What follows belongs to an exercise in optimizing a design on an open flow for small area and a short achievable clock period; a production flow would make more cautious choices.
No run shown here included a check of the RTL's function; only the layout flow was run.
Power is estimated from default activity; no workload was simulated.

<file path="design/flow/design.v">
`timescale 1ns / 1ps
module fadd_align #(parameter J = 3) (a,b,sub,s_is_nan,s_is_inf,sign,temp_exp,
op_sub,large_frac23,small_win,small_sticky,shift_lo);
	input [31:0] a,b;
	input sub;
	output s_is_nan, s_is_inf, sign, op_sub;
	output [7:0] temp_exp;
	output [22:0] large_frac23;
	output [25:0] small_win;      
	output small_sticky;          
	output [J-1:0] shift_lo;      
	wire [7:0] ea = a[30:23], eb = b[30:23];
	wire a_ff = &ea, b_ff = &eb;
	wire a_f0 = ~|a[22:0], b_f0 = ~|b[22:0];
	wire a_inf = a_ff & a_f0, b_inf = b_ff & b_f0;
	wire a_nan = a_ff & ~a_f0, b_nan = b_ff & ~b_f0;
	assign op_sub = sub ^ a[31] ^ b[31];
	assign s_is_inf = a_inf | b_inf;
	assign s_is_nan = a_nan | b_nan | (op_sub & a_inf & b_inf);
	wire exchange = b[30:0] > a[30:0];
	wire pay_b = b[21:0] > a[21:0];
	wire x = s_is_nan ? pay_b : exchange;
	wire [30:0] fp_large = x ? b[30:0] : a[30:0];
	wire [30:0] fp_small = x ? a[30:0] : b[30:0];
	assign sign = x ? sub ^ b[31] : a[31];
	assign temp_exp = s_is_nan ? 8'd1 : fp_large[30:23];
	assign large_frac23 = fp_large[22:0];
	wire [23:0] small24 = s_is_nan ? 24'h0 : {|fp_small[30:23], fp_small[22:0]};
	wire [7:0] fa = {ea[7:1], ea[0] | ~|ea};
	wire [7:0] fb = {eb[7:1], eb[0] | ~|eb};
	wire [7:0] d = (fa >= fb) ? fa - fb : fb - fa;
	wire [4:0] k = (d >= 8'd26) ? 5'd26 : d[4:0];
	wire [4:0] k_hi = k & ~((5'd1 << J) - 5'd1);
	wire [49:0] y = {small24, 26'h0} >> k_hi;
	assign small_win = y[49:24];
	assign small_sticky = |y[23:0];
	assign shift_lo = k[J-1:0];
endmodule
`timescale 1ns / 1ps
module reg_align_cal #(parameter J = 3) (a_rm,a_is_nan,a_is_inf,a_sign,a_exp,
a_op_sub,a_large_frac,a_small_win,a_small_sticky,a_shift_lo,clk,clrn,e,
c_rm,c_is_nan,c_is_inf,c_sign,c_exp,c_op_sub,c_large_frac,c_small_win,
c_small_sticky,c_shift_lo);  
	input [25:0] a_small_win;
	input [22:0] a_large_frac;
	input [7:0] a_exp;
	input [1:0] a_rm;
	input [J-1:0] a_shift_lo;
	input a_is_nan, a_is_inf, a_sign, a_op_sub, a_small_sticky;
	input e;  
	input clk, clrn;  
	output reg [25:0] c_small_win;
	output reg [22:0] c_large_frac;
	output reg [7:0] c_exp;
	output reg [1:0] c_rm;
	output reg [J-1:0] c_shift_lo;
	output reg c_is_nan,c_is_inf,c_sign,c_op_sub,c_small_sticky;
	always @ (posedge clk or negedge clrn) begin
		if (!clrn) begin
			c_rm <= 0;
			c_is_nan <= 0;
			c_is_inf <= 0;
			c_sign <= 0;
			c_exp <= 0;
			c_op_sub <= 0;
			c_large_frac <= 0;
			c_small_win <= 0;
			c_small_sticky <= 0;
			c_shift_lo <= 0;
		end else if (e) begin
			c_rm <= a_rm;
			c_is_nan <= a_is_nan;
			c_is_inf <= a_is_inf;
			c_sign <= a_sign;
			c_exp <= a_exp;
			c_op_sub <= a_op_sub;
			c_large_frac <= a_large_frac;
			c_small_win <= a_small_win;
			c_small_sticky <= a_small_sticky;
			c_shift_lo <= a_shift_lo;
		end
	end
endmodule
`timescale 1ns / 1ps
module fadd_cal #(parameter J = 3) (op_sub,temp_exp,large_frac23,small_win,
small_sticky,shift_lo,frac,grs,exp0);
	input op_sub;
	input [7:0] temp_exp;
	input [22:0] large_frac23;
	input [25:0] small_win;
	input small_sticky;
	input [J-1:0] shift_lo;
	output [23:0] frac;     
	output [1:0] grs;       
	output [7:0] exp0;      
	wire [25:0] win = small_win >> shift_lo;
	wire [25:0] lost = small_win & ~({26{1'b1}} << shift_lo);
	wire [26:0] small27 = {win, small_sticky | (|lost)};
	wire [27:0] large28 = {1'b0, |temp_exp, large_frac23, 3'b000};
	wire [27:0] cal = op_sub ? large28 - {1'b0, small27} : large28 + {1'b0, small27};
	wire [7:0] ee = {temp_exp[7:1], temp_exp[0] | ~|temp_exp};
	wire [27:0] marker = (ee <= 8'd27) ? (28'h8000000 >> ee) : 28'h0;
	wire [27:0] m = cal | marker;
	reg [4:0] sh;
	integer i;
	always @* begin
		sh = 5'd0;
		for (i = 0; i < 28; i = i + 1)
			if (m[i]) sh = 5'd27 - i;
	end
	wire [27:0] nrm = cal << sh;
	assign frac = nrm[27:4];
	assign grs = {nrm[3], |nrm[2:1]};
	assign exp0 = temp_exp + 8'd1 - {3'b0, sh};
endmodule
`timescale 1ns / 1ps
module reg_cal_norm (c_rm,c_is_nan,c_is_inf,c_sign,c_exp,c_frac,c_grs,
clk,clrn,e,n_rm,n_is_nan,n_is_inf,n_sign,n_exp,n_frac,n_grs);  
	input [23:0] c_frac;
	input [1:0] c_grs;
	input [7:0] c_exp;
	input [1:0] c_rm;
	input c_is_nan, c_is_inf, c_sign;
	input e;  
	input clk, clrn;  
	output reg [23:0] n_frac;
	output reg [1:0] n_grs;
	output reg [7:0] n_exp;
	output reg [1:0] n_rm;
	output reg n_is_nan,n_is_inf,n_sign;
	always @ (posedge clk or negedge clrn) begin
		if (!clrn) begin
			n_rm <= 0;
			n_is_nan <= 0;
			n_is_inf <= 0;
			n_sign <= 0;
			n_exp <= 0;
			n_frac <= 0;
			n_grs <= 0;
		end else if (e) begin
			n_rm <= c_rm;
			n_is_nan <= c_is_nan;
			n_is_inf <= c_is_inf;
			n_sign <= c_sign;
			n_exp <= c_exp;
			n_frac <= c_frac;
			n_grs <= c_grs;
		end
	end
endmodule
`timescale 1ns / 1ps
module fadd_norm (rm,is_nan,is_inf,sign,exp0,frac,grs,s);
	input [1:0] rm;
	input is_nan, is_inf, sign;
	input [7:0] exp0;
	input [23:0] frac;
	input [1:0] grs;
	output [31:0] s;
	wire g = grs[1], st = grs[0];
	wire frac_plus_1 =
		~rm[1] & ~rm[0] & g & (st | frac[0]) |
		~rm[1] &  rm[0] & (g | st) & sign |
		 rm[1] & ~rm[0] & (g | st) & ~sign;
	wire [30:0] inc = {exp0, frac[22:0]} + {30'h0, frac_plus_1};
	wire [7:0] exponent = frac[23] ? inc[30:23] : 8'h00;
	wire overflow = frac[23] & (&exp0 | &inc[30:23]);
	wire to_max = rm[1] & rm[0] | ~rm[1] & rm[0] & ~sign | rm[1] & ~rm[0] & sign;
	assign s = is_nan   ? {1'b1, 8'hff, 1'b1, inc[21:0]} :
	           overflow ? (to_max ? {sign, 8'hfe, 23'h7fffff} : {sign, 8'hff, 23'h0}) :
	           is_inf   ? {sign, 8'hff, 23'h0} :
	                      {sign, exponent, inc[22:0]};
endmodule
`timescale 1ns / 1ps
module pipelined_fpadder (a,b,sub,rm,s,clk,clrn,e);  
	input clk, clrn;  
	input [31:0] a, b;  
	input [1:0] rm;  
	input sub;  
	input e;  
	output [31:0] s;  
	localparam J = 3;  
	wire a_is_nan, a_is_inf, a_sign, a_op_sub, a_small_sticky;
	wire [7:0] a_exp;
	wire [22:0] a_large_frac;
	wire [25:0] a_small_win;
	wire [J-1:0] a_shift_lo;
	fadd_align #(J) alignment (a,b,sub,a_is_nan,a_is_inf,a_sign,a_exp,a_op_sub,
	a_large_frac,a_small_win,a_small_sticky,a_shift_lo);
	wire c_is_nan, c_is_inf, c_sign, c_op_sub, c_small_sticky;
	wire [7:0] c_exp;
	wire [1:0] c_rm;
	wire [22:0] c_large_frac;
	wire [25:0] c_small_win;
	wire [J-1:0] c_shift_lo;
	reg_align_cal #(J) reg_ac (rm,a_is_nan,a_is_inf,a_sign,a_exp,a_op_sub,
	a_large_frac,a_small_win,a_small_sticky,a_shift_lo,clk,clrn,e,
	c_rm,c_is_nan,c_is_inf,c_sign,c_exp,c_op_sub,c_large_frac,c_small_win,
	c_small_sticky,c_shift_lo);
	wire [23:0] c_frac;
	wire [1:0] c_grs;
	wire [7:0] c_exp0;
	fadd_cal #(J) calculation (c_op_sub,c_exp,c_large_frac,c_small_win,
	c_small_sticky,c_shift_lo,c_frac,c_grs,c_exp0);
	wire [23:0] n_frac;
	wire [1:0] n_grs;
	wire [7:0] n_exp;
	wire [1:0] n_rm;
	wire n_is_nan, n_is_inf, n_sign;
	reg_cal_norm reg_cn (c_rm,c_is_nan,c_is_inf,c_sign,c_exp0,c_frac,c_grs,
	clk,clrn,e,n_rm,n_is_nan,n_is_inf,n_sign,n_exp,n_frac,n_grs);
	fadd_norm normalization (n_rm,n_is_nan,n_is_inf,n_sign,n_exp,n_frac,n_grs,s);
endmodule
</file>
<file path="design/flow/run.sh">
#!/bin/bash
# synth_recipe.tcl (not shown) runs the flow's synth.tcl, then flattens the netlist and writes it again
# the make line also repeats each setting of config.mk as NAME=value (left out here)
make -C /OpenROAD-flow-scripts/flow DESIGN_CONFIG=/design/flow/config.mk WORK_HOME=/design/flow/orfs CLKGATE_MAP_FILE= SYNTH_SCRIPT=/design/flow/synth_recipe.tcl finish
</file>
<file path="design/flow/config.mk">
export PLATFORM = sky130hd
export DESIGN_NAME = pipelined_fpadder
export DESIGN_NICKNAME = pipelined_fpadder
export VERILOG_FILES = /design/flow/design.v
export SDC_FILE = /design/flow/constraint.sdc
export NUM_CORES = 4
export LEC_CHECK = 0
export CAP_MARGIN = 20
export CORE_MARGIN = 2
export CORE_UTILIZATION = 40
export SETUP_SLACK_MARGIN = 0.3
export SLEW_MARGIN = 20
</file>
<file path="design/flow/constraint.sdc">
create_clock -name core_clock -period 10.0 [get_ports {clk}]
set_input_delay 2.0000 -clock core_clock [delete_from_list [all_inputs] [get_ports {clk}]]
set_output_delay 2.0000 -clock core_clock [all_outputs]
set_load 0.01 [all_outputs]
</file>
==> impl_metrics.yaml, run 1 <==
synth:
  yosysUniqueCellTypes: 96
  synth_flop_cell: "dfrtp_1"
  synth_top_family_by_area: "compound AO/OA/AOI/OAI gates"
  yosysWarnings: 3
  synthTopCellsByCount: "nor2_1 (173), a21oi_1 (150), nand2_1 (140)"
  synthAdderAreaFrac_pct: 9.84
  ys_top_cells_by_area: "dfrtp_1 (19%), ha_1 (9.3%), mux2i_1 (7.7%)"
  yosysMostFrequentCell: "nor2_1"
  syn_nets: 1999
  synth-compound-area-share_pct: 27.4
  yosysTopAreaCellShare_pct: 18.9
  ys_seq_area_share_pct: 18.9
  synth_seq_cells: 106
  synth_area_leader_cell: "dfrtp_1"
  synth-simple-area-share_pct: 20.9
  synth_edf_count: 0
  syn_inst: 1821
  synth_area_mm2: 0.0140
  synth.area.mux_share_pct: 13.3
  syn_area_per_cell_um2: 7.71
  async_flop_share_pct: 100
  synth-xor-area-share_pct: 3.62
worst_setup_path:
  path_buf_inv: 2
  critPathMaxStageDelay_ns: 0.89
  r2r_cells: 24
  path_max_fanout: 25
  path_delay_family: "compound AO/OA/AOI/OAI gates"
  end_kind: "flop"
  cpMaxStageDelayCell: "dfrtp_1"
  ff2ff_setup_slack_ns: 1.70
  path_cells: "inv_1 -> and2_1 -> a211oi_1 -> a21oi_1 -> ha_1 -> and2_1 -> o32ai_1 -> or4_1 -> and3_1 -> or2_1 -> o21a_1 -> o21a_1 -> a311o_1 -> nor4_1 -> o31a_1 -> inv_2 -> ha_1 -> ha_1 -> a21o_1 -> a21o_1 -> a21o_1 -> a21oi_1 -> xnor2_1 -> mux2_2"
  crit_cells: 24
  critical_path_class: "flop to flop"
  cp.arrival_ns: 8.55
  required_ns: 10.25
  crit_path_start_kind: "flop"
final_layout:
  layout.nets: 2033
  multi_input_area_mm2: 0.0105
  syn_to_final_growth_pct: 11.5
  fill_cells: 3563
  diodes: 0
  final_area_mm2: 0.0157
  seq_area_mm2: 0.00265
  drive_above_1_share_pct: 6.77
clock_network:
  hold_buffers: 0
  cts_num_sinks: 106
  numCtsBuffers: 9
  clk_latency_ns: 0.37
  cts_resized: 0
  cts_buffer_depth: 2
  cts_root_buf: "clkbuf_16"
  cts_tree: "built"
  cts_setup_buffers: 0
  cts-htree-levels: 3
  path_clk_slew_ns: 0.08
sta:
  fmax_ghz: 0.121
  layout_setup_ws_ns: 1.70
  hold_viol: 0
  finalClockSkew_ns: 0.0107
  tightest_slew_ns: 0.970
  min_period_ns: 8.30
  setup_viol: 0
  finalSetupTns_ns: 0
  whs_ns: 0.477
  drv_slew: 0
  fin_crit_sh_pct: 83.0
  rsz0062_at_grt: "no"
  slew_headroom_pct: 34.9
place:
  placement.cell_area_mm2: 0.0153
  portBuffers: 101
  place_ws_ns: 1.88
  place_congestion: 0.958
  dp.final_hpwl_um: 37700
hold_path:
  hp-class: "flop to flop"
  hold_depth: 1
global_routing:
  grt_first_pass_wirelength_um: 73700
  grt_remaining_overflow: 0
  grt_max_degree: 72
  antenna_found_initial: 0
  track_usage_pct: 25.5
  grt_pass1_vias: 13100
die:
  die_area_mm2: 0.0366
  fp-row-count: 68
  die_w_um: 191
  start_util_pct: 40.6
  ios: 102
  die_h_um: 191
  core_area_mm2: 0.0345
run_status:
  outcome: "finished clean"
drt:
  wl_per_cell_um: 20.2
  wirelength_um: 46700
  drc: 0
  num_vias: 14100
  first_pass_iters: 7
  via_per_inst: 6.08
  detail_route.iter0.violations: 1345
  drtAntennaViolNets: 0
pwr:
  p_leak_nw: 6.75
  peakVddDrop_mv: 0.0901
  p_per_area_mw_per_mm2: 205
run:
  max_cap_violations: 0
==> cells in the final DEF, fill, tap and decap left out, types with 25 or more instances in the layout <==
master and instances:
nor2_1 173, a21oi_1 150, nand2_1 140, inv_1 118, mux2i_1 108, dfrtp_1 106
ha_1 104, clkdlybuf4s50_1 99, o21ai_0 94, mux2_2 54, nand3_1 48, nor3_1 45
a21o_1 36, nor2b_1 31, xnor2_1 30, o21a_1 28, xor2_1 28, o211ai_1 25
==> cell families after synthesis <==
logic type / after synthesis
and+or+nand+nor: 601
muxes: 172
DFF: 106
AOI/OAI and AO/OA: 564
xor gates and xnor gates: 58
buffers and inverters: 212
adders and majority gates: 108
==> stage by stage <==
step / cells / total power [mW] / util (%)
after floorplan: 1821 / 2.11 / -
after global placement: 2299 / 2.76 / 44.4
after detailed placement: 2299 / 2.77 / 44.4
after CTS: 2315 / 3.17 / 45.3
after global routing: 2315 / 3.44 / 45.3
final: 2315 / 3.20 / 45.3
==> flip-flops by register name, summed over array words and instances, names as in the netlist, 2 cells and up <==
signal               count
reg_ac.c_exp             8
reg_ac.c_rm              2
reg_ac.c_small_win      26
reg_cn.n_exp             8
reg_cn.n_rm              2
reg_ac.c_large_frac     23
reg_cn.n_grs             2
reg_ac.c_shift_lo        3
reg_cn.n_frac           24
==> layer usage <==
metal  up-vias  wire length [um]  track usage, %
met4         0              1410            8.25
met3        60              2760            3.08
met5         -                 0               0
met1      6714             23100            38.1
li1       6810                 -               -
met2       482             19400            37.7
==> final cells by class <==
class	instances	share of cell area [%]
Multi-Input combinational cell	1503	67.4
Sequential cell	106	16.9
Timing Repair Buffer	115	7.10
Tap cell	455	3.64
Inverter	120	2.88
Clock buffer	9	1.44
Clock inverter	7	0.639
==> final timing paths <==
| kind | startpoint | end |
|---|---|---|
| setup / recovery | reg_ac.c_shift_lo[0]$_DFFE_PN0P_ | reg_cn.n_exp[6]$_DFFE_PN0P_ |
| hold / removal | reg_ac.c_is_nan$_DFFE_PN0P_ | reg_ac.c_is_nan$_DFFE_PN0P_ |
| setup reg to reg | reg_ac.c_shift_lo[0]$_DFFE_PN0P_ | reg_cn.n_exp[6]$_DFFE_PN0P_ |
| hold reg to reg | reg_ac.c_is_nan$_DFFE_PN0P_ | reg_ac.c_is_nan$_DFFE_PN0P_ |
| max in group asynchronous | clrn | reg_cn.n_frac[8]$_DFFE_PN0P_ |
| min in group asynchronous | clrn | reg_ac.c_large_frac[0]$_DFFE_PN0P_ |
==> where the power goes <==
| group | leakage [nW] | internal [mW] | total, mW | switching, mW |
|---|---|---|---|---|
| Sequential | 1.29 | 0.529 | 0.662 | 0.133 |
| Combinational | 5.31 | 0.893 | 2.15 | 1.26 |
| Clock | 0.149 | 0.221 | 0.392 | 0.171 |
| Total | 6.75 | 1.64 | 3.20 | 1.56 |
==> run 2: changes to the inputs <==
--- a/design/flow/config.mk
+++ b/design/flow/config.mk
@@ -10,3 +10,3 @@
 export CORE_UTILIZATION = 40
-export SETUP_SLACK_MARGIN = 0.3
+export SETUP_SLACK_MARGIN = 5
 export SLEW_MARGIN = 20
==> impl_metrics.yaml, run 2 <==
synth:
  ys_top_cells_by_area: "dfrtp_1 (19%), ha_1 (9.3%), mux2i_1 (7.7%)"
  syn_inst: 1821
  syn_nets: 1999
  synthTopCellsByCount: "nor2_1 (173), a21oi_1 (150), nand2_1 (140)"
  async_flop_share_pct: 100
  yosysTopAreaCellShare_pct: 18.9
  yosysWarnings: 3
  syn_area_per_cell_um2: 7.71
  yosysMostFrequentCell: "nor2_1"
  synth_seq_cells: 106
  yosysUniqueCellTypes: 96
  synth_flop_cell: "dfrtp_1"
  synth_area_leader_cell: "dfrtp_1"
  ys_seq_area_share_pct: 18.9
  synth_area_mm2: 0.0140
  synth_edf_count: 0
hold_path:
  min-delay-start: "reg_ac.c_is_nan$_DFFE_PN0P_"
  hp-class: "flop to flop"
  hold_depth: 1
  hold_end: "reg_ac.c_is_nan$_DFFE_PN0P_"
global_routing:
  track_usage_pct: 28.7
  grt_pass1_vias: 15000
  grt_max_degree: 71
  grt_remaining_overflow: 0
  grt_first_pass_wirelength_um: 83100
  antenna_found_initial: 0
die:
  fp-row-count: 68
  core_area_mm2: 0.0345
  ios: 102
  die_h_um: 191
  start_util_pct: 40.6
  die_area_mm2: 0.0366
  die_w_um: 191
final_layout:
  layout_commonest_cell: "nor2_1"
  diodes: 0
  largestRegisters: "reg_ac.c_small_win x26, reg_cn.n_frac x24, reg_ac.c_large_frac x23"
  syn_to_final_growth_pct: 46.6
  layout.nets: 2260
  fill_cells: 2974
  drive_above_1_share_pct: 35.7
  largest_reg_flops: 26
  layout_common_cells: "nor2_1 (153), buf_4 (149), nand2_1 (128)"
  largest_register: "reg_ac.c_small_win"
  fin_util_pct: 59.6
sta:
  fmax_ghz: 0.161
  whs_ns: 0.481
  tightest_slew_ns: 1.08
  min_period_ns: 6.20
  finalSetupTns_ns: 0
  hold_viol: 0
  layout_setup_ws_ns: 3.80
  finalClockSkew_ns: 0.0178
  fin_crit_sh_pct: 62.0
  rsz0062_at_grt: "yes"
  slew_headroom_pct: 27.8
  setup_viol: 0
  drv_slew: 0
pwr:
  p_seq_share_pct: 15.9
  p_int_mw: 2.24
  peakVddDrop_mv: 0.133
  switchingPower_mw: 2.01
  p_per_area_mw_per_mm2: 207
  sw_frac_of_total_pct: 47.2
  p_comb_share_pct: 76.1
  p_leak_nw: 8.69
  power.total_mw: 4.25
  clockPowerShare_pct: 8.1
worst_setup_path:
  crit_path_start_kind: "flop"
  r2r_cells: 24
  path_max_fanout: 8
  critical_path_class: "flop to flop"
  reg2reg_to: "reg_cn.n_frac[20]$_DFFE_PN0P_"
  cp.arrival_ns: 6.45
  ff2ff_setup_slack_ns: 3.80
  r2r_start: "reg_ac.c_shift_lo[1]$_DFFE_PN0P_"
  required_ns: 10.25
  end_kind: "flop"
place:
  portBuffers: 101
  dp.final_hpwl_um: 37200
  place_congestion: 0.947
  place_ws_ns: 2.77
drt:
  wirelength_um: 55600
  detail_route.iter0.violations: 1469
  via_per_inst: 6.26
  wl_per_cell_um: 21.9
  num_vias: 15900
  first_pass_iters: 6
  drtAntennaViolNets: 0
  drc: 0
clock_network:
  numCtsBuffers: 9
  cts_num_sinks: 106
  clk_latency_ns: 0.37
  cts_buffer_depth: 2
  cts-htree-levels: 3
  hold_buffers: 0
  cts_tree: "built"
  cts_root_buf: "clkbuf_16"
  path_clk_slew_ns: 0.07
run:
  max_cap_violations: 0
run_status:
  outcome: "finished clean"
## run 2: cell counts after synthesis
Identical to the previous run, type by type.
## run 2: layer usage
layer	part of all wire [%]	up-vias	track usage [%]
met3	6.9	126	2.97
li1	-	7301	-
met4	4.0	0	10.7
met2	45	756	44.9
met5	0	-	0
met1	44	7734	40.5
## run 2: power groups by stage
stage / registers [mW] / clock network, mW / logic [mW]
global placement: 0.661 / 0 / 2.20
detailed placement: 0.664 / 0 / 2.20
finish: 0.675 / 0.342 / 3.23
global route: 0.690 / 0.364 / 3.41
CTS: 0.666 / 0.348 / 2.81
floorplan: 0.618 / 0 / 1.63
## run 2: cell type report
cell class,instances,area [um^2],area share [%]
multi-input cells,1511,13200,64.1
repair buffers,334,3390,16.5
flip-flops and latches,106,2650,12.9
clock inverters,4,27.5,0.134
well taps,455,569,2.77
clock buffers,11,243,1.18
inverters,120,497,2.41
## run 2: worst max path at each step
| stage | start | end | slack [ns] | cells after the start |
|---|---|---|---|---|
| floorplan | reg_ac.c_shift_lo[1]$_DFFE_PN0P_ | reg_cn.n_exp[7]$_DFFE_PN0P_ | 3.84 | 32 |
| global placement | b[27] | reg_ac.c_small_sticky$_DFFE_PN0P_ | 2.91 | 21 |
| detailed placement | reg_ac.c_shift_lo[0]$_DFFE_PN0P_ | reg_cn.n_exp[6]$_DFFE_PN0P_ | 2.77 | 23 |
| CTS | reg_ac.c_shift_lo[0]$_DFFE_PN0P_ | reg_cn.n_exp[7]$_DFFE_PN0P_ | 3.91 | 27 |
| global route | reg_ac.c_shift_lo[0]$_DFFE_PN0P_ | reg_cn.n_exp[7]$_DFFE_PN0P_ | 3.68 | 28 |
| finish | reg_ac.c_shift_lo[1]$_DFFE_PN0P_ | reg_cn.n_frac[20]$_DFFE_PN0P_ | 3.80 | 24 |
## run 2: kinds of logic (layout without fill, tap and decap cells)
kind of cell	Yosys count	in the layout	synth area share [%]
fa+ha+maj	108	108	9.84
simple gates	601	607	20.9
flops	106	106	18.9
buf+inv	212	469	6.04
mux	172	172	13.3
xor+xnor	58	58	3.62
compound gates	564	566	27.4
## run 2: metrics by stage
| step | instance area (um^2) | instances |
|---|---|---|
| finish | 20600 | 2541 |
| global route | 20600 | 2541 |
| CTS | 18900 | 2465 |
| detailed placement | 15800 | 2298 |
| global placement | 15800 | 2298 |
| floorplan | 14700 | 1821 |
## run 2: worst max-delay path, stage by stage, from the launching register on
cell and delay, ns:
dfrtp_2 0.45, buf_6 0.14, buf_16 0.14, mux2_4 0.34
o21ai_1 0.14, o21a_2 0.19, inv_1 0.08, ha_4 0.24
o211ai_1 0.33, nand2_1 0.17, a41oi_2 0.25, mux2_4 0.35
a31o_4 0.22, or4b_4 0.58, a21o_1 0.21, o31ai_4 0.08
o31ai_4 0.11, o311a_1 0.39, buf_12 0.15, buf_12 0.13
mux2_4 0.30, mux2_4 0.28, mux2_4 0.29, mux2_4 0.29
a211o_1 0.26
## run 2: timing repair
action	in CTS	in global routing
setup buffers	135	72
gates resized for setup	509	225
endpoints found under the hold margin	0	0
setup endpoints to repair	127	127
pin swaps	94	109
gates cloned	17	4
==> run 3: changes to the inputs <==
--- a/design/flow/config.mk
+++ b/design/flow/config.mk
@@ -7,2 +7,3 @@
 export LEC_CHECK = 0
+export ABC_AREA = 1
 export CAP_MARGIN = 20
@@ -10,3 +11,3 @@
 export CORE_UTILIZATION = 40
-export SETUP_SLACK_MARGIN = 5
+export SETUP_SLACK_MARGIN = 3
 export SLEW_MARGIN = 20
==> impl_metrics.yaml, run 3 <==
run_status:
  outcome: "finished clean"
synth:
  yosysWarnings: 3
  synth_area_mm2: 0.0134
  ys_top_cells_by_area: "dfrtp_1 (20%), nand2_1 (14%), ha_1 (9.7%)"
  ys_seq_area_share_pct: 19.7
  syn_inst: 2195
  synth_area_leader_cell: "dfrtp_1"
  syn_area_per_cell_um2: 6.12
  synth_flop_cell: "dfrtp_1"
  synthTopCellsByCount: "nand2_1 (514), inv_1 (265), nand3_1 (255)"
  yosysMostFrequentCell: "nand2_1"
  yosysUniqueCellTypes: 65
  async_flop_share_pct: 100
  synth_edf_count: 0
  syn_nets: 2373
  synth_seq_cells: 106
  yosysTopAreaCellShare_pct: 19.7
final_layout:
  syn_to_final_growth_pct: 15.8
  multi_input_area_mm2: 0.00967
  fill_cells: 3555
  layout_common_cells: "nand2_1 (506), inv_1 (259), nand3_1 (250)"
  layout_commonest_cell: "nand2_1"
  largest_reg_flops: 26
  seq_area_mm2: 0.00265
  largestRegisters: "reg_ac.c_small_win x26, reg_cn.n_frac x24, reg_ac.c_large_frac x23"
  largest_register: "reg_ac.c_small_win"
  layout.nets: 2442
  diodes: 0
  drive_above_1_share_pct: 9.74
die:
  ios: 102
  die_w_um: 187
  die_area_mm2: 0.0351
  start_util_pct: 40.4
  core_area_mm2: 0.0333
  die_h_um: 187
  fp-row-count: 67
clock_network:
  cts_num_sinks: 106
  cts_buffer_depth: 2
  cts_tree: "built"
  clk_latency_ns: 0.37
  cts-htree-levels: 3
  numCtsBuffers: 9
  hold_buffers: 0
  cts_root_buf: "clkbuf_16"
  path_clk_slew_ns: 0.08
worst_setup_path:
  crit_path_start_kind: "flop"
  ff2ff_setup_slack_ns: 3.57
  cp.arrival_ns: 4.95
  end_kind: "output pin"
  cpMaxStageDelayCell: "dfrtp_2"
  r2r_start: "reg_ac.c_shift_lo[2]$_DFFE_PN0P_"
  r2r_cells: 41
  path_max_fanout: 5
  cp_common_cell: "nor2_4"
  critical_path_class: "flop to output pin"
  required_ns: 8.00
  reg2reg_to: "reg_cn.n_exp[7]$_DFFE_PN0P_"
  critPathMaxStageDelay_ns: 0.46
hold_path:
  hold_depth: 2
  min-delay-start: "reg_ac.c_rm[0]$_DFFE_PN0P_"
  hp-class: "flop to flop"
  hold_end: "reg_ac.c_rm[0]$_DFFE_PN0P_"
drt:
  drtAntennaViolNets: 0
  first_pass_iters: 6
  num_vias: 15400
  via_per_inst: 5.65
  wirelength_um: 48400
  drc: 0
  detail_route.iter0.violations: 1314
  wl_per_cell_um: 17.8
pwr:
  p_int_mw: 1.54
  sw_frac_of_total_pct: 54.0
  clockPowerShare_pct: 12.3
  p_leak_nw: 7.63
  p_comb_share_pct: 67.9
  switchingPower_mw: 1.81
  p_per_area_mw_per_mm2: 215
  p_seq_share_pct: 19.7
  peakVddDrop_mv: 0.117
global_routing:
  antenna_found_initial: 0
  grt_max_degree: 70
  grt_remaining_overflow: 0
  track_usage_pct: 27.1
  grt_first_pass_wirelength_um: 77000
  grt_pass1_vias: 14500
run:
  max_cap_violations: 0
sta:
  hold_viol: 0
  fmax_ghz: 0.144
  tightest_slew_ns: 0.930
  finalClockSkew_ns: 0.0130
  whs_ns: 0.478
  slew_headroom_pct: 38.0
  drv_slew: 0
  min_period_ns: 6.95
  setup_viol: 0
  fin_crit_sh_pct: 69.5
  finalSetupTns_ns: 0
  rsz0062_at_grt: "yes"
place:
  portBuffers: 101
  dp.final_hpwl_um: 38200
  place_congestion: 0.981
-- run 3: cell types whose count changed after synthesis, sizes merged, moves of 21 or more --
cell     previous run  this run
a21o               36         3
nor2b              31         0
mux2               59         1
nand2             140       534
nand4              19        40
inv               119       274
o2bb2ai            21         0
o21ai             101       240
o21a               28         3
nand3              48       267
mux2i             108        10
o211ai             25         4
-- run 3: logic make-up (layout without fill, tap and decap cells) --
| kind of cell | Yosys count | after routing | share of synthesized area [%] |
|---|---|---|---|
| xor gates and xnor gates | 37 | 37 | 2.41 |
| DFF | 106 | 106 | 19.7 |
| adders and majority gates | 108 | 108 | 10.3 |
| buffers and inverters | 367 | 437 | 11.0 |
| muxes | 11 | 11 | 0.828 |
| AOI/OAI and AO/OA | 459 | 460 | 18.8 |
| and+or+nand+nor | 1107 | 1110 | 36.9 |
-- run 3: worst max path at each step --
stage	startpoint	end	slack, ns	cells past startpoint
floorplan	reg_cn.n_sign$_DFFE_PN0P_	s[13]	4.06	31
global placement	reg_ac.c_shift_lo[2]$_DFFE_PN0P_	reg_cn.n_exp[7]$_DFFE_PN0P_	2.55	37
detailed placement	reg_cn.n_sign$_DFFE_PN0P_	s[17]	2.49	30
CTS	reg_cn.n_sign$_DFFE_PN0P_	s[2]	2.83	31
global route	reg_cn.n_sign$_DFFE_PN0P_	s[15]	2.68	34
finish	reg_cn.n_sign$_DFFE_PN0P_	s[13]	3.05	34
-- run 3: power by group through the flow --
stage | Combinational, mW | Sequential (mW) | Clock (mW)
final | 2.27 | 0.660 | 0.413
after global routing | 2.55 | 0.676 | 0.436
after CTS | 2.20 | 0.650 | 0.420
after detailed placement | 2.19 | 0.653 | 0
after global placement | 2.17 | 0.652 | 0
after floorplan | 1.59 | 0.607 | 0
-- run 3: final cells by class --
class,instances,area share [%]
Timing Repair Buffer,140,7.93
Clock buffer,9,1.45
Clock inverter,7,0.691
Inverter,278,7.00
Timing Repair inverter,3,0.113
Multi-Input combinational cell,1726,62.2
Sequential cell,106,17.1
Tap cell,448,3.60
-- run 3: what timing repair did --
item	4_1_cts	5_1_grt
endpoints found under the setup margin	37	75
gates cloned	4	3
setup buffers	6	19
pin swaps	4	29
resized for setup	55	155
-- run 3: through the flow --
| step | instance area, um^2 | power, mW | instances | utilization [%] | worst slack, ns |
|---|---|---|---|---|---|
| final | 15600 | 3.34 | 2717 | 46.8 | 3.05 |
| after global routing | 15600 | 3.66 | 2717 | 46.8 | 2.68 |
| after CTS | 15200 | 3.27 | 2695 | 45.7 | 2.83 |
| after detailed placement | 14700 | 2.84 | 2669 | 44.1 | 2.49 |
| after global placement | 14700 | 2.83 | 2669 | 44.1 | 2.55 |
| after floorplan | 13400 | 2.20 | 2195 | - | 4.06 |
-- run 3: per-layer routing --
layer / part of all wire, % / wire [um] / track usage (%) / vias to the layer above
li1: - / - / - / 7545
met1: 46 / 22400 / 38.1 / 7174
met2: 45 / 22000 / 43.9 / 571
met3: 6.0 / 2900 / 3.26 / 70
met4: 2.3 / 1120 / 6.87 / 0
met5: 0 / 0 / 0 / -
-- run 3: worst max-delay path, delay by kind of cell (launching register included) --
kind | cells | cell delay (ns)
flip-flops | 1 | 0.46
buffers and inverters | 7 | 0.65
AND/OR/NAND/NOR | 21 | 2.47
AO/OA/AOI/OAI | 4 | 0.62
XOR/XNOR | 1 | 0.16
adder cells (fa/ha/maj) | 1 | 0.22
==> run 4: changes to the inputs <==
--- a/design/flow/config.mk
+++ b/design/flow/config.mk
@@ -11,3 +11,3 @@
 export CORE_UTILIZATION = 40
-export SETUP_SLACK_MARGIN = 3
+export SETUP_SLACK_MARGIN = 0.3
 export SLEW_MARGIN = 20
==> impl_metrics.yaml, run 4 <==
run_status:
  outcome: "finished clean"
sta:
  fin_crit_sh_pct: 76.3
  fmax_ghz: 0.131
  slew_headroom_pct: 35.4
  drv_slew: 0
  tightest_slew_ns: 0.967
  rsz0062_at_grt: "no"
  hold_viol: 0
  setup_viol: 0
  finalSetupTns_ns: 0
  finalClockSkew_ns: 0.0118
  min_period_ns: 7.63
worst_setup_path:
  crit_path_start_kind: "flop"
  critical_path_class: "flop to output pin"
  ff2ff_setup_slack_ns: 2.45
  cp-startpoint: "reg_cn.n_sign$_DFFE_PN0P_"
  crit_cells: 31
  cp.arrival_ns: 5.63
  path_max_fanout: 22
  endpoint: "s[13]"
  cp_common_cell: "inv_1"
  required_ns: 8.00
  cpMaxStageDelayCell: "clkdlybuf4s50_1"
  r2r_start: "reg_ac.c_shift_lo[2]$_DFFE_PN0P_"
  path_delay_family: "simple AND/OR/NAND/NOR gates"
  critPathMaxStageDelay_ns: 0.60
  reg2reg_to: "reg_cn.n_exp[7]$_DFFE_PN0P_"
  path_buf_inv: 8
  end_kind: "output pin"
  r2r_cells: 37
drt:
  detail_route.iter0.violations: 1305
  drtAntennaViolNets: 0
  wl_per_cell_um: 17.5
  first_pass_iters: 6
  num_vias: 15100
  via_per_inst: 5.62
  drc: 0
  wirelength_um: 46900
final_layout:
  seq_area_mm2: 0.00265
  largest_register: "reg_ac.c_small_win"
  diodes: 0
  drive_above_1_share_pct: 4.87
  layout_commonest_cell: "nand2_1"
  fill_cells: 3623
  largest_reg_flops: 26
  multi_input_area_mm2: 0.00932
  layout.nets: 2410
  largestRegisters: "reg_ac.c_small_win x26, reg_cn.n_frac x24, reg_ac.c_large_frac x23"
  layout_common_cells: "nand2_1 (514), inv_1 (264), nand3_1 (255)"
  syn_to_final_growth_pct: 11.7
synth:
  syn_inst: 2195
  synth_edf_count: 0
  async_flop_share_pct: 100
  synthTopCellsByCount: "nand2_1 (514), inv_1 (265), nand3_1 (255)"
  ys_seq_area_share_pct: 19.7
  syn_area_per_cell_um2: 6.12
  synth_area_mm2: 0.0134
  yosysMostFrequentCell: "nand2_1"
  yosysWarnings: 3
  synth_area_leader_cell: "dfrtp_1"
  ys_top_cells_by_area: "dfrtp_1 (20%), nand2_1 (14%), ha_1 (9.7%)"
  syn_nets: 2373
  synth_flop_cell: "dfrtp_1"
  yosysTopAreaCellShare_pct: 19.7
  yosysUniqueCellTypes: 65
  synth_seq_cells: 106
clock_network:
  cts-htree-levels: 3
  hold_buffers: 0
  cts_root_buf: "clkbuf_16"
  path_clk_slew_ns: 0.08
  cts_setup_buffers: 0
  clk_latency_ns: 0.37
  cts_num_sinks: 106
  cts_resized: 0
  cts_tree: "built"
  cts_buffer_depth: 2
  numCtsBuffers: 9
run:
  max_cap_violations: 0
die:
  die_area_mm2: 0.0351
  die_w_um: 187
  ios: 102
  start_util_pct: 40.4
  core_area_mm2: 0.0333
  fp-row-count: 67
  die_h_um: 187
global_routing:
  track_usage_pct: 26.7
  grt_first_pass_wirelength_um: 75900
  antenna_found_initial: 0
  grt_pass1_vias: 14300
  grt_remaining_overflow: 0
  grt_max_degree: 70
place:
  dp.final_hpwl_um: 38200
  place_congestion: 0.981
  portBuffers: 101
pwr:
  peakVddDrop_mv: 0.120
  power.total_mw: 3.28
  p_per_area_mw_per_mm2: 219
  p_leak_nw: 7.33
hold_path:
  hp-class: "flop to flop"
-- run 4: cell type report --
type	instances	share of cell area, %
clock buffer	9	1.50
timing repair buffer	115	7.38
multi-input combinational	1722	62.0
clock inverter	7	0.716
inverter	278	6.98
sequential	106	17.7
tap	448	3.73
-- run 4: metal layers --
metal	wire length, um	track usage, %	up-vias
li1	-	-	7460
met1	22100	37.6	7039
met2	21000	43.2	536
met3	2750	3.15	62
met4	1060	6.81	0
met5	0	0	-
-- run 4: stage by stage --
step	hold WS, ns	worst slack, ns	utilization [%]	instances	area (um^2)
6_report	0.478	2.37	45.1	2685	15000
5_1_grt	0.509	1.55	45.1	2685	15000
4_1_cts	0.481	2.06	45.1	2685	15000
3_5_place_dp	0.461	2.49	44.1	2669	14700
3_3_place_gp	0.460	2.55	44.1	2669	14700
2_1_floorplan	0.442	4.06	-	2195	13400
-- run 4: cells by family (layout without fill, tap and decap cells) --
family	Yosys count	in the layout	share of synthesized area, %
multiplexers	11	11	0.828
adder cells (fa/ha/maj)	108	108	10.3
flip-flops	106	106	19.7
XOR/XNOR	37	37	2.41
AO/OA/AOI/OAI	459	459	18.8
AND/OR/NAND/NOR	1107	1107	36.9
buffers and inverters	367	409	11.0
-- run 4: worst register-to-register path, delay by kind of cell, from the launching register on --
| family | cells | cell delay, ns |
|---|---|---|
| DFF | 1 | 0.37 |
| buffers and inverters | 8 | 1.93 |
| xor gates and xnor gates | 1 | 0.14 |
| and+or+nand+nor | 12 | 1.25 |
| adders and majority gates | 4 | 1.33 |
| AOI/OAI and AO/OA | 12 | 2.38 |
-- run 4: where the power goes --
| group | internal (mW) | total (mW) | switching (mW) |
|---|---|---|---|
| registers | 0.531 | 0.649 | 0.118 |
| clock network | 0.225 | 0.413 | 0.188 |
| logic | 0.793 | 2.22 | 1.43 |
| total | 1.55 | 3.28 | 1.74 |
-- run 4: how the worst min path moves through the flow --
stage / start / to / slack (ns) / cells past startpoint
after floorplan: reg_ac.c_rm[0]$_DFFE_PN0P_ / reg_ac.c_rm[0]$_DFFE_PN0P_ / 0.44 / 2
final: reg_ac.c_rm[0]$_DFFE_PN0P_ / reg_ac.c_rm[0]$_DFFE_PN0P_ / 0.48 / 2
after detailed placement: reg_ac.c_rm[0]$_DFFE_PN0P_ / reg_ac.c_rm[0]$_DFFE_PN0P_ / 0.46 / 2
after global routing: reg_ac.c_rm[1]$_DFFE_PN0P_ / reg_cn.n_rm[1]$_DFFE_PN0P_ / 0.51 / 2
after global placement: reg_ac.c_rm[1]$_DFFE_PN0P_ / reg_ac.c_rm[1]$_DFFE_PN0P_ / 0.46 / 2
after CTS: reg_ac.c_rm[0]$_DFFE_PN0P_ / reg_ac.c_rm[0]$_DFFE_PN0P_ / 0.48 / 2
==> run 5: changes to the inputs <==
--- a/design/flow/config.mk
+++ b/design/flow/config.mk
@@ -11,3 +11,3 @@
 export CORE_UTILIZATION = 40
-export SETUP_SLACK_MARGIN = 0.3
+export SETUP_SLACK_MARGIN = 4
 export SLEW_MARGIN = 20
==> impl_metrics.yaml, run 5 <==
drt:
  drtAntennaViolNets: 0
  first_pass_iters: 6
  num_vias: 16800
  drc: 0
  wl_per_cell_um: 18.9
  detail_route.iter0.violations: 1487
  wirelength_um: 55400
  via_per_inst: 5.74
die:
  die_w_um: 187
  die_h_um: 187
  die_area_mm2: 0.0351
  core_area_mm2: 0.0333
  fp-row-count: 67
  start_util_pct: 40.4
  ios: 102
final_layout:
  layout_commonest_cell: "nand2_1"
  largestRegisters: "reg_ac.c_small_win x26, reg_cn.n_frac x24, reg_ac.c_large_frac x23"
  drive_above_1_share_pct: 25.5
  largest_reg_flops: 26
  largest_register: "reg_ac.c_small_win"
  diodes: 0
  fill_cells: 3214
  layout.cells.non_filler: 2926
  layout.nets: 2651
  syn_to_final_growth_pct: 36.3
  layout_common_cells: "nand2_1 (470), inv_1 (231), nand3_1 (229)"
  fin_util_pct: 55.1
synth:
  synth_area_leader_cell: "dfrtp_1"
  syn_area_per_cell_um2: 6.12
  yosysMostFrequentCell: "nand2_1"
  ys_seq_area_share_pct: 19.7
  syn_inst: 2195
  synth_edf_count: 0
  synth_area_mm2: 0.0134
  synth_seq_cells: 106
  yosysTopAreaCellShare_pct: 19.7
  yosysUniqueCellTypes: 65
  synth_flop_cell: "dfrtp_1"
  ys_top_cells_by_area: "dfrtp_1 (20%), nand2_1 (14%), ha_1 (9.7%)"
  syn_nets: 2373
  yosysWarnings: 3
  synthTopCellsByCount: "nand2_1 (514), inv_1 (265), nand3_1 (255)"
  async_flop_share_pct: 100
clock_network:
  path_clk_slew_ns: 0.08
  numCtsBuffers: 9
  hold_buffers: 0
  cts-htree-levels: 3
  cts_num_sinks: 106
  cts_buffer_depth: 2
  cts_tree: "built"
  clk_latency_ns: 0.38
  cts_root_buf: "clkbuf_16"
global_routing:
  antenna_found_initial: 0
  grt_first_pass_wirelength_um: 84400
  grt_pass1_vias: 15800
  grt_remaining_overflow: 0
  track_usage_pct: 29.8
  grt_max_degree: 70
run:
  max_cap_violations: 0
sta:
  finalClockSkew_ns: 0.0173
  rsz0062_at_grt: "yes"
  tightest_slew_ns: 0.930
  finalSetupTns_ns: 0
  hold_viol: 0
  setup_viol: 0
  min_period_ns: 6.97
  layout_setup_ws_ns: 3.03
  fmax_ghz: 0.144
  slew_headroom_pct: 38.0
  fin_crit_sh_pct: 69.7
  drv_slew: 0
pwr:
  p_leak_nw: 8.85
  power.total_mw: 3.94
  p_per_area_mw_per_mm2: 215
  peakVddDrop_mv: 0.126
hold_path:
  min-delay-start: "reg_ac.c_rm[0]$_DFFE_PN0P_"
  hp-class: "flop to flop"
place:
  place_ws_ns: 2.49
  place_inst: 2669
  dp.final_hpwl_um: 38200
  place_congestion: 0.981
  portBuffers: 101
worst_setup_path:
  cpMaxStageDelayCell: "dfrtp_2"
  crit_path_start_kind: "flop"
  cp.arrival_ns: 4.97
  path_max_fanout: 5
  cp_common_cell: "buf_4"
  required_ns: 8.00
  cp-startpoint: "reg_cn.n_sign$_DFFE_PN0P_"
  r2r_start: "reg_ac.c_shift_lo[0]$_DFFE_PN0P_"
  critPathMaxStageDelay_ns: 0.47
  end_kind: "output pin"
  critical_path_class: "flop to output pin"
run_status:
  outcome: "finished clean"
-- run 5: changes by cell type in the layout (fill, tap and decap cells not counted), sizes merged, moves of 3 or more --
cell	change
clkbuf	+12
clkdlybuf4s15	+16
dlygate4sd2	+6
nor2	+3
dlymetal6s2s	+3
clkinvlp	+5
buf	+240
clkdlybuf4s50	-48
-- run 5: power by group --
part           switching, mW  internal, mW  total, mW
sequential             0.143         0.530      0.674
combinational           1.74          1.11       2.85
clock                  0.193         0.225      0.418
-- run 5: final cells by class --
cell class / count / area (um^2) / share of cell area [%]
clock inverter: 7 / 108 / 0.587
tap: 448 / 561 / 3.06
sequential: 106 / 2660 / 14.5
clock buffer: 9 / 225 / 1.23
multi-input combinational: 1729 / 10600 / 58.1
timing repair buffer: 344 / 2980 / 16.2
timing repair inverter: 5 / 33.8 / 0.184
inverter: 278 / 1120 / 6.12
-- run 5: final timing paths --
path	end	slack, ns	cells after the start
worst max-delay path	s[14]	3.03	34
worst min-delay path	reg_ac.c_rm[0]$_DFFE_PN0P_	0.48	2
worst max register to register	reg_cn.n_exp[7]$_DFFE_PN0P_	4.02	42
worst min register to register	reg_ac.c_rm[0]$_DFFE_PN0P_	0.48	2
max in group asynchronous	reg_ac.c_exp[3]$_DFFE_PN0P_	7.03	2
min in group asynchronous	reg_cn.n_frac[11]$_DFFE_PN0P_	1.59	1
-- run 5: timing repair --
action	4_1_cts	5_1_grt
resized for setup	281	292
pin swaps	66	116
setup endpoints to repair	92	82
buffers inserted	157	66
cloned	14	4
-- run 5: kinds of logic (layout without fill, tap and decap cells) --
group | after synthesis | after routing | synth area share, %
AND/OR/NAND/NOR | 1107 | 1113 | 36.9
AO/OA/AOI/OAI | 459 | 460 | 18.8
buffers and inverters | 367 | 643 | 11.0
adder cells (fa/ha/maj) | 108 | 108 | 10.3
flip-flops | 106 | 106 | 19.7
XOR/XNOR | 37 | 37 | 2.41
multiplexers | 11 | 11 | 0.828
-- run 5: worst max-delay path, delay by kind of cell, from the launching register on --
kind / cells / cell delay, ns
buffers and inverters: 22 / 2.80
DFF: 1 / 0.47
AOI/OAI and AO/OA: 3 / 0.46
and+or+nand+nor: 6 / 0.38
adders and majority gates: 2 / 0.37
xor gates and xnor gates: 1 / 0.11
-- run 5: per-stage QoR --
| stage | instance area (um^2) | hold WS (ns) |
|---|---|---|
| 3_5_place_dp | 14700 | 0.461 |
| 4_1_cts | 16900 | 0.481 |
| 6_report | 18300 | 0.480 |
| 3_3_place_gp | 14700 | 0.460 |
| 5_1_grt | 18300 | 0.509 |
| 2_1_floorplan | 13400 | 0.442 |
-- run 5: metal layers --
metal / vias up / wire length [um] / track usage (%)
li1: 7975 / - / -
met2: 779 / 25400 / 49.3
met1: 7858 / 23500 / 40.4
met3: 173 / 4050 / 3.56
met4: 0 / 2370 / 9.95
met5: - / 0 / 0
==> run 6: changes to the inputs <==
--- a/design/flow/config.mk
+++ b/design/flow/config.mk
@@ -11,3 +11,3 @@
 export CORE_UTILIZATION = 40
-export SETUP_SLACK_MARGIN = 4
+export SETUP_SLACK_MARGIN = 4.5
 export SLEW_MARGIN = 20
==> impl_metrics.yaml, run 6 <==
run_status:
  outcome: "finished clean"
synth:
  synth_area_mm2: 0.0134
  ys_seq_area_share_pct: 19.7
  ys_top_cells_by_area: "dfrtp_1 (20%), nand2_1 (14%), ha_1 (9.7%)"
  synth_edf_count: 0
  yosysMostFrequentCell: "nand2_1"
  syn_nets: 2373
  synth_flop_cell: "dfrtp_1"
  yosysTopAreaCellShare_pct: 19.7
  yosysWarnings: 3
  yosysUniqueCellTypes: 65
  synthTopCellsByCount: "nand2_1 (514), inv_1 (265), nand3_1 (255)"
  async_flop_share_pct: 100
  synth_seq_cells: 106
  syn_inst: 2195
  synth_area_leader_cell: "dfrtp_1"
  syn_area_per_cell_um2: 6.12
worst_setup_path:
  path_buf_inv: 10
  cp_common_cell: "nor2_4"
  critPathMaxStageDelay_ns: 0.45
  end_kind: "output pin"
  critical_path_class: "flop to output pin"
  required_ns: 8.00
  cp.arrival_ns: 5.13
  path_max_fanout: 5
  cpMaxStageDelayCell: "dfrtp_1"
  path_delay_family: "simple AND/OR/NAND/NOR gates"
  crit_path_start_kind: "flop"
drt:
  drtAntennaViolNets: 0
  wl_per_cell_um: 19.0
  wirelength_um: 56800
  detail_route.iter0.violations: 1714
  num_vias: 16900
  via_per_inst: 5.67
  first_pass_iters: 7
  drc: 0
sta:
  rsz0062_at_grt: "yes"
  fin_crit_sh_pct: 71.3
  drv_slew: 0
  slew_headroom_pct: 38.2
  hold_viol: 0
  finalClockSkew_ns: 0.0130
  finalSetupTns_ns: 0
  tightest_slew_ns: 0.927
  fmax_ghz: 0.140
  min_period_ns: 7.13
  setup_viol: 0
clock_network:
  numCtsBuffers: 9
  cts_root_buf: "clkbuf_16"
  cts_buffer_depth: 2
  path_clk_slew_ns: 0.07
  cts_num_sinks: 106
  cts-htree-levels: 3
  clk_latency_ns: 0.39
  cts_tree: "built"
global_routing:
  grt_remaining_overflow: 0
  antenna_found_initial: 0
  grt_max_degree: 72
  track_usage_pct: 30.7
  grt_pass1_vias: 15800
  grt_first_pass_wirelength_um: 86000
die:
  die_w_um: 187
  core_area_mm2: 0.0333
  fp-row-count: 67
  die_h_um: 187
  start_util_pct: 40.4
  ios: 102
  die_area_mm2: 0.0351
place:
  place_congestion: 0.980
  place_inst: 2671
  dp.final_hpwl_um: 38500
  portBuffers: 101
hold_path:
  hp-class: "flop to flop"
run:
  max_cap_violations: 0
final_layout:
  largest_reg_flops: 26
  largestRegisters: "reg_ac.c_small_win x26, reg_cn.n_frac x24, reg_ac.c_large_frac x23"
  diodes: 0
  syn_to_final_growth_pct: 47.6
  layout_commonest_cell: "nand2_1"
  largest_register: "reg_ac.c_small_win"
  layout.cells.non_filler: 2983
  layout_common_cells: "nand2_1 (438), buf_4 (232), nand3_1 (228)"
  layout.nets: 2708
  fin_util_pct: 59.6
  drive_above_1_share_pct: 32.5
pwr:
  p_leak_nw: 9.45
  p_per_area_mw_per_mm2: 213
  peakVddDrop_mv: 0.126
run 6: cell types whose count changed in the layout (fill, tap and decap cells not counted), moves of 17 or more:
cell and change:
o21ai_0 -37, nand2_1 -32, buf_6 +27, buf_4 +25
o21ai_2 +23, inv_1 -17, nand2_2 +17
run 6: final timing paths:
check	startpoint	to	slack, ns	cells past startpoint
max	reg_cn.n_rm[1]$_DFFE_PN0P_	s[13]	2.87	36
min	reg_ac.c_sign$_DFFE_PN0P_	reg_ac.c_sign$_DFFE_PN0P_	0.48	2
max reg2reg	reg_ac.c_shift_lo[0]$_DFFE_PN0P_	reg_cn.n_exp[7]$_DFFE_PN0P_	4.24	44
min reg2reg	reg_ac.c_sign$_DFFE_PN0P_	reg_ac.c_sign$_DFFE_PN0P_	0.48	2
max in group asynchronous	clrn	reg_cn.n_sign$_DFFE_PN0P_	7.07	2
min in group asynchronous	clrn	reg_ac.c_large_frac[16]$_DFFE_PN0P_	1.60	1
run 6: logic make-up after synthesis:
group / share of synthesized area [%]
AND/OR/NAND/NOR: 36.9
XOR/XNOR: 2.41
flip-flops: 19.7
adder cells (fa/ha/maj): 10.3
buffers and inverters: 11.0
multiplexers: 0.828
AO/OA/AOI/OAI: 18.8
run 6: metrics by stage:
stage               hold slack [ns]  power [mW]  instance area (um^2)  setup WS, ns
finish                        0.481        4.22                 19800          2.87
floorplan                     0.442        2.28                 13800          4.16
global route                  0.513        4.53                 19800          2.55
detailed placement            0.466        2.92                 15000          2.11
CTS                           0.485        3.72                 17900          2.91
global placement              0.458        2.91                 15000          2.21
run 6: cell type report:
| type | count | area, um^2 |
|---|---|---|
| Clock inverter | 7 | 83.8 |
| Fill cell | 3075 | 13400 |
| Clock buffer | 9 | 225 |
| Timing Repair Buffer | 400 | 3730 |
| Tap cell | 448 | 561 |
| Inverter | 278 | 1150 |
| Timing Repair inverter | 7 | 53.8 |
| Multi-Input combinational cell | 1728 | 11400 |
| Sequential cell | 106 | 2660 |
run 6: worst register-to-register path: cells and delay by family, from the launching register on:
family / cells / cell delay, ns
buffers and inverters: 7 / 0.61
xor gates and xnor gates: 2 / 0.29
and+or+nand+nor: 21 / 2.17
DFF: 1 / 0.51
AOI/OAI and AO/OA: 10 / 1.05
adders and majority gates: 4 / 0.99
run 6: power breakdown:
part / total (mW) / internal, mW / switching (mW)
combinational: 3.16 / 1.31 / 1.85
sequential: 0.675 / 0.530 / 0.145
clock: 0.383 / 0.199 / 0.185
run 6: what timing repair did:
action / in CTS / in global routing
resized for setup: 429 / 382
pin swaps: 96 / 133
setup buffers: 185 / 86
setup endpoints to repair: 94 / 87
hold buffers: 0 / 0
cloned: 18 / 7
run 6: layer usage:
metal	track usage, %	up-vias	share of wire [%]
li1	-	8091	-
met1	43.8	7950	45
met2	48.7	753	45
met3	3.85	125	7.0
met4	8.70	0	2.9
met5	0	-	0
==> run 7: changes to the inputs <==
--- a/design/flow/design.v
+++ b/design/flow/design.v
@@ -30,3 +30,5 @@
 	wire [7:0] fb = {eb[7:1], eb[0] | ~|eb};
-	wire [7:0] d = (fa >= fb) ? fa - fb : fb - fa;
+	wire [8:0] d1 = {1'b0, fa} - {1'b0, fb};
+	wire [7:0] d2 = fb - fa;
+	wire [7:0] d = d1[8] ? d2 : d1[7:0];
 	wire [4:0] k = (d >= 8'd26) ? 5'd26 : d[4:0];
@@ -113,3 +115,6 @@
 	assign grs = {nrm[3], |nrm[2:1]};
-	assign exp0 = temp_exp + 8'd1 - {3'b0, sh};
+	wire [7:0] e1 = temp_exp + 8'd1;
+	wire [5:0] lo = {1'b0, e1[4:0]} - {1'b0, sh};
+	wire [2:0] hi_m1 = e1[7:5] - 3'd1;
+	assign exp0 = {lo[5] ? hi_m1 : e1[7:5], lo[4:0]};
 endmodule
@@ -163,10 +168,36 @@
 		 rm[1] & ~rm[0] & (g | st) & ~sign;
-	wire [30:0] inc = {exp0, frac[22:0]} + {30'h0, frac_plus_1};
-	wire [7:0] exponent = frac[23] ? inc[30:23] : 8'h00;
-	wire overflow = frac[23] & (&exp0 | &inc[30:23]);
+	wire [31:0] pa [0:5];
+	assign pa[0] = {9'h0, frac[22:0]};
+	genvar l, i;
+	generate
+		for (l = 0; l < 5; l = l + 1) begin : lv
+			for (i = 0; i < 32; i = i + 1) begin : nd
+				if ((i >> l) & 1) begin : c
+					assign pa[l+1][i] = pa[l][i] & pa[l][((i >> l) << l) - 1];
+				end else begin : p
+					assign pa[l+1][i] = pa[l][i];
+				end
+			end
+		end
+	endgenerate
+	wire [22:0] ones = pa[5][22:0];
+	wire [22:0] fr_inc = frac[22:0] ^ ({ones[21:0], 1'b1} & {23{frac_plus_1}});
+	wire carry = frac_plus_1 & ones[22];
+	wire e_ff = &exp0;
+	wire e_fe = &exp0[7:1] & ~exp0[0];
+	wire [7:0] eo;   
+	assign eo[0] = 1'b1;
+	generate
+		for (i = 1; i < 8; i = i + 1) begin : eon
+			assign eo[i] = &exp0[i-1:0];
+		end
+	endgenerate
+	wire [7:0] exp_inc = exp0 ^ (eo & {8{carry}});
+	wire [7:0] exponent = frac[23] ? exp_inc : 8'h00;
+	wire overflow = frac[23] & (e_ff | e_fe & carry);
 	wire to_max = rm[1] & rm[0] | ~rm[1] & rm[0] & ~sign | rm[1] & ~rm[0] & sign;
-	assign s = is_nan   ? {1'b1, 8'hff, 1'b1, inc[21:0]} :
+	assign s = is_nan   ? {1'b1, 8'hff, 1'b1, fr_inc[21:0]} :
 	           overflow ? (to_max ? {sign, 8'hfe, 23'h7fffff} : {sign, 8'hff, 23'h0}) :
 	           is_inf   ? {sign, 8'hff, 23'h0} :
-	                      {sign, exponent, inc[22:0]};
+	                      {sign, exponent, fr_inc};
 endmodule
--- a/design/flow/config.mk
+++ b/design/flow/config.mk
@@ -11,3 +11,3 @@
 export CORE_UTILIZATION = 40
-export SETUP_SLACK_MARGIN = 4.5
+export SETUP_SLACK_MARGIN = 3
 export SLEW_MARGIN = 20
==> impl_metrics.yaml, run 7 <==
sta:
  rsz0062_at_grt: "yes"
  min_period_ns: 6.68
  slew_headroom_pct: 37.8
  finalSetupTns_ns: 0
  tightest_slew_ns: 0.932
  drv_slew: 0
  finalClockSkew_ns: 0.0110
  fmax_ghz: 0.150
  setup_viol: 0
  hold_viol: 0
  fin_crit_sh_pct: 66.8
run_status:
  outcome: "finished clean"
hold_path:
  hp-class: "flop to flop"
  min-delay-start: "reg_ac.c_rm[0]$_DFFE_PN0P_"
  hold_depth: 2
  hold_end: "reg_ac.c_rm[0]$_DFFE_PN0P_"
worst_setup_path:
  critPathMaxStageDelay_ns: 0.54
  r2r_cells: 37
  path_delay_family: "simple AND/OR/NAND/NOR gates"
  crit_path_start_kind: "flop"
  path_buf_inv: 2
  cpMaxStageDelayCell: "clkdlybuf4s50_1"
  required_ns: 8.00
  cp_common_cell: "nor2_4"
  cp.arrival_ns: 4.68
  path_max_fanout: 22
  end_kind: "output pin"
  critical_path_class: "flop to output pin"
  reg2reg_to: "reg_cn.n_exp[6]$_DFFE_PN0P_"
  ff2ff_setup_slack_ns: 3.74
  r2r_start: "reg_ac.c_shift_lo[1]$_DFFE_PN0P_"
final_layout:
  largest_reg_flops: 26
  fin_util_pct: 45.8
  syn_to_final_growth_pct: 13.1
  layout_common_cells: "nand2_1 (538), nand3_1 (292), inv_1 (287)"
  layout_commonest_cell: "nand2_1"
  fill_cells: 3648
  layout.nets: 2434
  drive_above_1_share_pct: 5.29
  largestRegisters: "reg_ac.c_small_win x26, reg_cn.n_frac x24, reg_ac.c_large_frac x23"
  largest_register: "reg_ac.c_small_win"
  diodes: 0
synth:
  synth_area_mm2: 0.0135
  yosysMostFrequentCell: "nand2_1"
  syn_area_per_cell_um2: 6.06
  synthTopCellsByCount: "nand2_1 (543), nand3_1 (292), inv_1 (288)"
  syn_nets: 2399
  ys_top_cells_by_area: "dfrtp_1 (20%), nand2_1 (15%), nand3_1 (11%)"
  yosysWarnings: 4
  synth_area_leader_cell: "dfrtp_1"
  ys_seq_area_share_pct: 19.7
  yosysTopAreaCellShare_pct: 19.7
  yosysUniqueCellTypes: 60
  synth_seq_cells: 106
  syn_inst: 2227
  synth_edf_count: 0
  async_flop_share_pct: 100
  synth_flop_cell: "dfrtp_1"
drt:
  via_per_inst: 5.51
  drtAntennaViolNets: 0
  num_vias: 15000
  first_pass_iters: 5
  drc: 0
  wl_per_cell_um: 16.9
  wirelength_um: 45800
  detail_route.iter0.violations: 1477
place:
  portBuffers: 101
  place_congestion: 0.926
  dp.final_hpwl_um: 37100
run:
  max_cap_violations: 0
clock_network:
  cts_num_sinks: 106
  path_clk_slew_ns: 0.08
  cts-htree-levels: 3
  cts_buffer_depth: 2
  cts_root_buf: "clkbuf_16"
  cts_tree: "built"
  numCtsBuffers: 9
  clk_latency_ns: 0.37
global_routing:
  track_usage_pct: 25.9
  grt_remaining_overflow: 0
  grt_pass1_vias: 13900
  grt_max_degree: 79
  antenna_found_initial: 0
  grt_first_pass_wirelength_um: 73900
die:
  fp-row-count: 67
  ios: 102
  die_area_mm2: 0.0352
  core_area_mm2: 0.0334
  die_h_um: 188
  die_w_um: 188
  start_util_pct: 40.4
pwr:
  peakVddDrop_mv: 0.103
  p_leak_nw: 7.76
  power.total_mw: 3.33
  p_per_area_mw_per_mm2: 218
==> run 7: cell count changes after synthesis, moves of 8 or more <==
cell and change:
o21ai_0 -23, inv_1 +23, nand2_2 -10, o31ai_1 -8, o21ai_1 -9, a21oi_1 -20
xor2_1 +14, o21ai_2 +19, nor2_4 +8, nand3_1 +37, nand2_1 +29, clkbuf_1 +14
nand3_2 -12
==> run 7: timing repair <==
action,in CTS,in global routing
gates cloned,1,2
pin swaps,2,5
setup endpoints to repair,49,82
resized for setup,4,51
hold buffers,0,0
buffers inserted,0,9
==> run 7: how the worst max path moves through the flow <==
stage / from / to / cells past startpoint
floorplan: b[24] / reg_ac.c_small_sticky$_DFFE_PN0P_ / 24
finish: reg_cn.n_grs[1]$_DFFE_PN0P_ / s[4] / 29
detailed placement: reg_ac.c_shift_lo[2]$_DFFE_PN0P_ / reg_cn.n_exp[4]$_DFFE_PN0P_ / 39
global placement: b[24] / reg_ac.c_small_sticky$_DFFE_PN0P_ / 25
CTS: reg_ac.c_shift_lo[2]$_DFFE_PN0P_ / reg_cn.n_exp[6]$_DFFE_PN0P_ / 29
global route: reg_cn.n_sign$_DFFE_PN0P_ / s[4] / 30
==> run 7: where the power goes <==
part / switching, mW / internal, mW
clock network: 0.183 / 0.182
registers: 0.132 / 0.531
logic: 1.52 / 0.786
==> run 7: area by class of cell <==
cell class              instances  area, um^2  share of cell area (%)
repair buffers                122        1250                    8.16
well taps                     448         561                    3.67
multi-input cells            1725        9370                    61.4
clock buffers                  10         239                    1.57
flip-flops and latches        106        2650                    17.4
inverters                     298        1140                    7.45
clock inverters                 6        56.3                   0.369
==> run 7: cells by family after synthesis <==
group | Yosys count | synth area share [%]
compound gates | 427 | 18.2
xor+xnor | 51 | 3.31
fa+ha+maj | 102 | 9.68
buf+inv | 398 | 11.5
flops | 106 | 19.7
mux | 8 | 0.593
simple gates | 1135 | 37.0
==> run 7: stage by stage <==
stage	instances	hold WS, ns	setup WS [ns]	cell area [um^2]
after floorplan	2227	0.442	4.18	13500
after global placement	2687	0.462	2.84	14700
after detailed placement	2687	0.464	2.59	14700
after CTS	2704	0.485	3.06	15000
after global routing	2715	0.517	2.94	15300
final	2715	0.481	3.32	15300
==> run 7: layer usage <==
metal / up-vias / GRT usage (%) / wire, um / part of all wire (%)
li1: 7463 / - / - / -
met1: 6985 / 39.5 / 22900 / 50
met2: 477 / 38.6 / 19000 / 41
met3: 46 / 2.30 / 2790 / 6.1
met4: 0 / 7.42 / 1120 / 2.5
met5: - / 0 / 0 / 0
==> run 7: worst min-delay path: cells and delay by family, from the launching register on <==
kind / cells / cell delay (ns)
simple gates: 2 / 0.11
flops: 1 / 0.35
==> run 8: changes to the inputs <==
--- a/design/flow/config.mk
+++ b/design/flow/config.mk
@@ -11,3 +11,3 @@
 export CORE_UTILIZATION = 40
-export SETUP_SLACK_MARGIN = 3
+export SETUP_SLACK_MARGIN = 3.5
 export SLEW_MARGIN = 20
==> impl_metrics.yaml, run 8 <==
final_layout:
  syn_to_final_growth_pct: 15.1
  largest_register: "reg_ac.c_small_win"
  layout.cells.non_filler: 2742
  layout_common_cells: "nand2_1 (535), nand3_1 (291), inv_1 (283)"
  diodes: 0
  layout.nets: 2461
  fin_util_pct: 46.6
  largestRegisters: "reg_ac.c_small_win x26, reg_cn.n_frac x24, reg_ac.c_large_frac x23"
  largest_reg_flops: 26
pwr:
  p_comb_share_pct: 69.3
  power.total_mw: 3.36
  p_int_mw: 1.49
  clockPowerShare_pct: 10.9
  p_per_area_mw_per_mm2: 216
  p_seq_share_pct: 19.9
  sw_frac_of_total_pct: 55.7
  switchingPower_mw: 1.87
synth:
  synth_edf_count: 0
  yosysMostFrequentCell: "nand2_1"
  synth_area_leader_cell: "dfrtp_1"
  synth_flop_cell: "dfrtp_1"
  async_flop_share_pct: 100
  ys_top_cells_by_area: "dfrtp_1 (20%), nand2_1 (15%), nand3_1 (11%)"
  synthTopCellsByCount: "nand2_1 (543), nand3_1 (292), inv_1 (288)"
  yosysTopAreaCellShare_pct: 19.7
  synth_seq_cells: 106
  ys_seq_area_share_pct: 19.7
  syn_area_per_cell_um2: 6.06
global_routing:
  grt_pass1_vias: 14000
  track_usage_pct: 26.1
worst_setup_path:
  r2r_start: "reg_ac.c_shift_lo[0]$_DFFE_PN0P_"
  cp.arrival_ns: 4.59
  critPathMaxStageDelay_ns: 0.43
  r2r_cells: 44
  path_max_fanout: 6
  required_ns: 8.00
  critical_path_class: "flop to output pin"
  ff2ff_setup_slack_ns: 4.10
sta:
  fin_crit_sh_pct: 65.9
  rsz0062_at_grt: "yes"
  layout_setup_ws_ns: 3.41
  drv_slew: 0
  finalClockSkew_ns: 0.00788
  finalSetupTns_ns: 0
  tightest_slew_ns: 0.921
clock_network:
  cts_root_buf: "clkbuf_16"
  path_clk_slew_ns: 0.08
  numCtsBuffers: 9
  cts_buffer_depth: 2
  cts_tree: "built"
  clk_latency_ns: 0.36
  cts_num_sinks: 106
die:
  ios: 102
  fp-row-count: 67
  die_area_mm2: 0.0352
  core_area_mm2: 0.0334
  die_h_um: 188
hold_path:
  min-delay-start: "reg_ac.c_rm[0]$_DFFE_PN0P_"
  hold_end: "reg_ac.c_rm[0]$_DFFE_PN0P_"
  hold_depth: 2
  hp-class: "flop to flop"
place:
  place_inst: 2687
  dp.final_hpwl_um: 37100
  portBuffers: 101
drt:
  first_pass_iters: 6
  num_vias: 15200
  wirelength_um: 47100
  drtAntennaViolNets: 0
  drc: 0
run:
  max_cap_violations: 0
run_status:
  outcome: "finished clean"
run 8: per-stage QoR:
step | hold slack [ns] | cell area, um^2
after floorplan | 0.442 | 13500
after global placement | 0.462 | 14700
after detailed placement | 0.464 | 14700
after CTS | 0.485 | 15100
after global routing | 0.517 | 15500
final | 0.479 | 15500
run 8: logic make-up after synthesis:
group           count (synthesis)  synth area share, %
flops                         106                 19.7
buf+inv                       398                 11.5
compound gates                427                 18.2
xor+xnor                       51                 3.31
fa+ha+maj                     102                 9.68
simple gates                 1135                 37.0
mux                             8                0.593
run 8: layout make-up:
cell class | instances | area, um^2
fill | 3634 | 17800
multi-input combinational | 1726 | 9530
sequential | 106 | 2660
clock inverter | 6 | 56.3
timing repair inverter | 4 | 43.8
clock buffer | 10 | 239
timing repair buffer | 144 | 1300
tap | 448 | 561
inverter | 298 | 1150
run 8: power groups by stage:
stage / Clock [mW] / Sequential [mW] / Combinational [mW]
2_1_floorplan: 0 / 0.609 / 1.61
6_report: 0.365 / 0.667 / 2.32
3_5_place_dp: 0 / 0.664 / 2.24
3_3_place_gp: 0 / 0.663 / 2.23
5_1_grt: 0.391 / 0.682 / 2.61
4_1_cts: 0.371 / 0.659 / 2.24
run 8: metal layers:
metal  vias to the layer above  share of wire (%)  GRT usage, %
met5                         -                  0             0
met4                         0                2.5          7.48
met3                        51                6.8          2.34
met2                       508                 42          38.9
met1                      7110                 49          39.7
li1                       7520                  -             -
run 8: worst max path at each step:
stage                                     start                                end  slack [ns]
2_1_floorplan                             b[24]  reg_ac.c_small_sticky$_DFFE_PN0P_        4.18
3_3_place_gp                              b[24]  reg_ac.c_small_sticky$_DFFE_PN0P_        2.84
3_5_place_dp   reg_ac.c_shift_lo[2]$_DFFE_PN0P_        reg_cn.n_exp[4]$_DFFE_PN0P_        2.59
4_1_cts             reg_cn.n_grs[1]$_DFFE_PN0P_                              s[16]        3.31
5_1_grt               reg_cn.n_sign$_DFFE_PN0P_                               s[3]        3.12
6_report           reg_cn.n_frac[0]$_DFFE_PN0P_                              s[18]        3.41
run 8: critical path, delay by kind of cell, from the launching register on:
kind	cells	cell delay, ns
compound gates	3	0.57
simple gates	23	2.81
flops	1	0.43
buf+inv	3	0.40
run 8: timing repair:
item,4_1_cts,5_1_grt
endpoints found under the setup margin,82,92
cloned,3,7
gates resized for setup,43,143
pin swaps,2,23
hold buffers,0,0
setup buffers,4,25
